What follows belongs to an exercise in optimizing a design on an open flow for small area, a short achievable clock period and few clock cycles per item; a production flow would make more cautious choices.
In this exercise RTL edits were held to simulation tests only and were not proved equivalent to the original.
Power is estimated from default activity; no workload was simulated.

Design cnn_topCore, start of the top module:
module cnn_topCore (
    clk             ,
    reset_n         ,
    i_soft_reset    ,
    i_in_valid      ,
    i_in_kind       ,
    i_in_data       ,
    o_in_ready      ,
    o_ot_valid      ,
    o_ot_data       ,
    i_ot_ready
    );
Size: about 11000 cells after synthesis, roughly 2400 flip-flops, about 140000 sq um of cells after synthesis.
clock: 10.0 ns
lec_check: 0
cap_margin: 20
core_margin: 2
core_utilization: 40
slew_margin: 20
synth_hierarchical: 1
synth_minimum_keep_size: 0
standard.sh (not shown) runs the stock make flow with config.mk's settings and CLKGATE_MAP_FILE= SYNTH_SCRIPT=/design/flow/synth_recipe.tcl, a recipe that flattens the netlist after the stock synthesis.
==> flow/flow/run.sh <==
#!/bin/bash
set -o pipefail
cp standard.sh standard_sh.txt
export SETUP_SLACK_MARGIN=${MARGIN:-6.2}
bash standard.sh > standard.log 2>&1
Testbench counts at the start, summed over its fixed seeds: cycles 3,416, images 128.
Rerun with:
--- a/flow/design.v
+++ b/flow/design.v
@@ -1418,10 +1418,25 @@
         pending <= last2 | (pending & ~load);
         kcnt   <= kcnt_next;
         pos    <= load ? 5'd0 : ((pos == 5'd19) ? 5'd0 : pos + 5'd1);
         ov     <= or_take | (ov & ~ot_fire);
     end
 end
 assign o_in_ready = rdy;
 assign o_ot_valid = ov;
-assign o_ot_data  = {{(32-ACC){obuf[ACC-1]}}, obuf};
+wire [31:ACC] osign;
+genvar gs;
+generate
+    for (gs = ACC; gs < 32; gs = gs + 1) begin : g_sign
+        cnn_obit u_obit (.clk(clk), .i_en(or_take), .i_d(ring[0][ACC-1]), .o_q(osign[gs]));
+    end
+endgenerate
+assign o_ot_data  = {osign, obuf};
+endmodule
+module cnn_obit (
+    input  wire clk,
+    input  wire i_en,
+    input  wire i_d,
+    output reg  o_q
+);
+always @(posedge clk) if (i_en) o_q <= i_d;
 endmodule
The new run completed without violations.
Sequential share of layout area is higher by 0.42 points.
Power fell by a few percent.
Worst setup slack improved by 0.068 ns.
Area after synthesis grows slightly.
Global-route usage goes down by 2.3 points.
Testbench counts after the change, summed over its fixed seeds: cycles 3,416, images 128.

========
RTL: one of the versions met above, not the one the previous note started from.
Size in the first run: roughly 12000 cells after synthesis, about 2400 flip-flops, ~72 I/O pins, ~0.14 mm2 of cells after synthesis.
==> flow/config.mk <==
export PLATFORM = sky130hd
export DESIGN_NAME = cnn_topCore
export DESIGN_NICKNAME = cnn_topCore
export VERILOG_FILES = /design/flow/design.v
export SDC_FILE = /design/flow/constraint.sdc
export NUM_CORES = 4
export LEC_CHECK = 0
export CAP_MARGIN = 20
export CORE_MARGIN = 2
export CORE_UTILIZATION = 40
export SLEW_MARGIN = 20
export SYNTH_HIERARCHICAL = 1
export SYNTH_MINIMUM_KEEP_SIZE = 0
==> flow/constraint.sdc <==
create_clock -name core_clock -period 10.0 [get_ports {clk}]
set_input_delay 2.0000 -clock core_clock [delete_from_list [all_inputs] [get_ports {clk}]]
set_output_delay 2.0000 -clock core_clock [all_outputs]
set_load 0.01 [all_outputs]
==> flow/flow/run.sh <==
#!/bin/bash
set -o pipefail
cp standard.sh standard_sh.txt
export SETUP_SLACK_MARGIN=${MARGIN:-6.5}
bash standard.sh > standard.log 2>&1
The baseline went through all stages and came out clean.
Testbench counts at the start, summed over its fixed seeds: cycles 3,416, images 128.
Edit:
--- a/flow/design.v
+++ b/flow/design.v
@@ -1420,23 +1420,8 @@
         pos    <= load ? 5'd0 : ((pos == 5'd19) ? 5'd0 : pos + 5'd1);
         ov     <= or_take | (ov & ~ot_fire);
     end
 end
 assign o_in_ready = rdy;
 assign o_ot_valid = ov;
-wire [31:ACC] osign;
-genvar gs;
-generate
-    for (gs = ACC; gs < 32; gs = gs + 1) begin : g_sign
-        cnn_obit u_obit (.clk(clk), .i_en(or_take), .i_d(ring[0][ACC-1]), .o_q(osign[gs]));
-    end
-endgenerate
-assign o_ot_data  = {osign, obuf};
-endmodule
-module cnn_obit (
-    input  wire clk,
-    input  wire i_en,
-    input  wire i_d,
-    output reg  o_q
-);
-always @(posedge clk) if (i_en) o_q <= i_d;
+assign o_ot_data  = {{(32-ACC){obuf[ACC-1]}}, obuf};
 endmodule
The new run produced a clean layout.
Global-route usage came out higher by 1.9 points.
Hold slack is better by 0.0070 ns.
Die area came out lower by 0.38%.
Sequential share of layout area came out lower by 0.51 points.
Core utilization came out higher by 0.58 points.
Flip-flop and latch count came out lower by 11.
Total power came out higher by 2.9%.
Design area came out higher by 1.0%.
Register-to-register slack is worse by 0.02 ns.
Via count came out lower by 1.1%.
Setup slack is worse by 0.22 ns.
Area after synthesis came out lower by 0.38%.
Clock power stays flat.
Wire length came out higher by 7.4%.
Testbench counts after the change, summed over its fixed seeds: cycles 3,416, images 128.

-- static timing again, ports no longer ideal --
How much do the figures lean on ideal ports? The routed layouts below were timed once more, with nothing changed but the port constraints. Step 1: set_driving_cell puts a clkbuf_16 on clk and a buf_2 on each other input, an assumption about the parent block. Step 2 adds t to the input delays and takes it off the output delays; t is the mean of the earliest and latest rising clock arrival at the registers after step 1. Input paths then give back, and output paths get back, about the clock's delay inside the block. a / b / c = ideal ports / drivers / drivers and shift; a / b = the first two.
| run | t (ns) | setup slack, ns | clock arrival spread, ns |
|---|---|---|---|
| the first run of note 1 | 1.033 | 6.178 / 6.178 / 5.544 | 0.063 / 0.064 |
| the second run of note 1 | 1.008 | 6.245 / 6.160 / 5.515 | 0.068 / 0.068 |
| the first run of note 2 | 1.044 | 6.435 / 6.378 / 5.730 | 0.080 / 0.080 |
| the second run of note 2 | 1.038 | 6.213 / 6.101 / 5.616 | 0.070 / 0.069 |
After both steps every run listed still meets setup and hold. For the second run of note 1, which loses most, drivers alone change the setup slack by -0.085 ns; drivers and shift together by -0.730 ns.
